From an optimization exercise on the open Yosys and OpenROAD flow, aimed at small area and a short achievable clock period; shortcuts taken in it are not production practice. Only simulation tests tie the RTL to the original design; equivalence was not proved.

==> flow/design.v (excerpt) <==
module pbit_lattice (
    input  wire        clk,
    input  wire        rst,         
    input  wire        run,         
    input  wire [31:0] seed_mix,    
    input  wire        cfg_we,      
    input  wire [6:0]  cfg_addr,    
    input  wire [5:0]  cfg_wdata,   
    output wire [26:0] s            
);
localparam L = 3;
localparam N = L*L*L;
localparam [N*RNG_bit_width-1:0] SEEDS = {
        32'h55724a8a,
        32'hafa2d07c,
        32'h1121a14d,
        32'h8fde5639,
        32'h132a29cf,
        32'h27cd95a0,
        32'h26af91d1,
        32'ha71dba49,
        32'h5552da89,
        32'hdab4fcb8,
        32'h093f36eb,
        32'h8eca7365,
        32'h7965c0fe,
        32'h4d317c68,
        32'h022dd18d,
        32'h3c7ba9e3,
        32'h8be9794d,
        32'h3c95ad20,
        32'h819ed6b6,
        32'he7158a80,
        32'h21f64544,
        32'he06c85af,
        32'hbaec4ef7,
        32'h02ff349d,
        32'h4f876aa3,
        32'h9c2b9d9f,
        32'h2ae75e2e
};
reg [2:0] ph;
always @(posedge clk) begin
    if (rst) ph <= 3'b001;
    else ph <= {ph[1:0], ph[2]};
end
reg first;
always @(posedge clk) first <= rst;
reg [j_bit_width-1:0]   Js [0:3*N-1];    
reg [h_bit_width-1:0]   hs [0:N-1];
reg [RNG_bit_width-1:0] rs [0:N-1];
reg [N-1:0]             ss0, ss1, ss2;
wire [4*N-1:0] dec;
genvar a;
generate
for (a = 0; a < 4*N; a = a + 1) begin : gdec
    assign dec[a] = cfg_we && (cfg_addr == a);
end
endgenerate
wire [5:0] wd0 = rst ? 6'd0 : cfg_wdata;
wire [5:0] wd1 = ~wd0;
wire [31:0] rmixn1 = ~({32{rst}} & seed_mix);    
wire [31:0] rmixn0 = ~({32{rst}} & ~seed_mix);   
wire s_en   = run & ~rst;
  ...
Size: ~9000 cells after synthesis, ~76 I/O pins.
Settings: LEC_CHECK=0, CAP_MARGIN=20, CORE_MARGIN=2, CORE_UTILIZATION=55, CTS_CLUSTER_DIAMETER=80, CTS_CLUSTER_SIZE=24, SLEW_MARGIN=20, SYNTH_HIERARCHICAL=1, SYNTH_MINIMUM_KEEP_SIZE=0; clock period 10.0 ns.
standard.sh (not shown) runs the stock make flow with config.mk's settings and CLKGATE_MAP_FILE= SYNTH_SCRIPT=/design/flow/synth_recipe.tcl, a recipe that flattens the netlist after the stock synthesis.
==> flow/flow/run.sh <==
#!/bin/bash
# The standard layout (the standard.sh, unchanged synthesis and steps),
# with timing repair aimed at a 3.5 ns period: setup slack margin 6.5 ns
# against the design's 10 ns clock. All of make's output goes to
# standard.log.
set -euo pipefail
bash standard.sh SETUP_SLACK_MARGIN=6.5 finish > standard.log 2>&1
Edit:
==> flow/run.sh (new file) <==
#!/bin/bash
# synth_recipe.tcl (not shown) runs the flow's synth.tcl, then flattens the netlist and writes it again
# the make line also repeats each setting of config.mk as NAME=value (left out here)
make -C /OpenROAD-flow-scripts/flow DESIGN_CONFIG=/design/flow/config.mk WORK_HOME=/design/flow/orfs CLKGATE_MAP_FILE= SYNTH_SCRIPT=/design/flow/synth_recipe.tcl finish
- SETUP_SLACK_MARGIN: default -> 5
removed: flow/flow/run.sh
removed: flow/standard.sh
What happened: Global-route usage fell by 3.0 points; final cell count drops by 3.6%; first-iteration DRC count came out lower by 5.8%; wire length shrinks by 9.0%.


pbit_lattice, a different RTL version from the one above (not shown whole).
Size: about 8300 cells after synthesis, roughly 76 I/O pins, about 81000 um^2 of cells after synthesis.
Settings: LEC_CHECK=0, CAP_MARGIN=20, CORE_MARGIN=2, CORE_UTILIZATION=55, CTS_CLUSTER_DIAMETER=80, CTS_CLUSTER_SIZE=24, SLEW_MARGIN=20, SYNTH_HIERARCHICAL=1, SYNTH_MINIMUM_KEEP_SIZE=0, TNS_END_PERCENT=10; clock period 10.0 ns.
==> flow/flow/run.sh <==
#!/bin/bash
# The standard layout (the standard.sh, unchanged synthesis and steps),
# with timing repair aimed at a 4 ns period: setup slack margin 6 ns against
# the design's 10 ns clock. All of make's output goes to standard.log.
set -euo pipefail
bash standard.sh SETUP_SLACK_MARGIN=6 finish > standard.log 2>&1
The first run ran to the end with no violations.
Change:
- TNS_END_PERCENT: 10 -> unset
After rerunning: The new run ran to the end with no violations; worst hold slack degrades by 6.2 ps; die area is unchanged; sequential share of layout area goes down by 0.31 points; critical path depth is lower by 5; final cell count grows slightly; first-iteration DRC count went down by a few percent.
Change:
==> flow/run.sh (new file) <==
#!/bin/bash
# synth_recipe.tcl (not shown) runs the flow's synth.tcl, then flattens the netlist and writes it again
# the make line also repeats each setting of config.mk as NAME=value (left out here)
make -C /OpenROAD-flow-scripts/flow DESIGN_CONFIG=/design/flow/config.mk WORK_HOME=/design/flow/orfs CLKGATE_MAP_FILE= SYNTH_SCRIPT=/design/flow/synth_recipe.tcl finish
- SETUP_SLACK_MARGIN: unset -> 5
removed: flow/flow/run.sh
removed: flow/standard.sh
=> Cell area is lower by a few percent; global-route usage is lower by 0.74 points; final cell count is lower by a few percent; via count is lower by a few percent; hold slack gains 7.6 ps.

==> static timing again, ports no longer ideal <==
How much do the figures lean on ideal ports? The routed layouts below were timed once more, with nothing changed but the port constraints. Step 1: set_driving_cell puts a clkbuf_16 on clk and a buf_2 on each other input, an assumption about the parent block. Step 2 moves the port delays by t, midway between the first and last clock arrival at a register: inputs arrive t later, outputs are due t later. That takes back most of the time a late clock gives input paths. Slacks: ideal / step 1 / step 2; pairs: ideal / step 1.
| run | t, ns | slack for setup (ns) | worst data-port slew with drivers (ns) |
|---|---|---|---|
| the first run of note 1 | 0.820 | 5.726 / 5.702 / 5.596 | 0.06 |
| the second run of note 1 | 0.799 | 4.901 / 4.929 / 4.130 | 0.14 |
| the first run of note 2 | 0.798 | 5.401 / 5.401 / 4.965 | 0.07 |
| the second run of note 2 | 0.793 | 5.479 / 5.479 / 5.086 | 0.05 |
| the third run of note 2 | 0.817 | 4.985 / 4.991 / 4.229 | 0.14 |
After both steps every run listed still meets setup and hold. For the second run of note 1, which loses most, drivers alone change the setup slack by +0.028 ns; drivers and shift together by -0.771 ns.
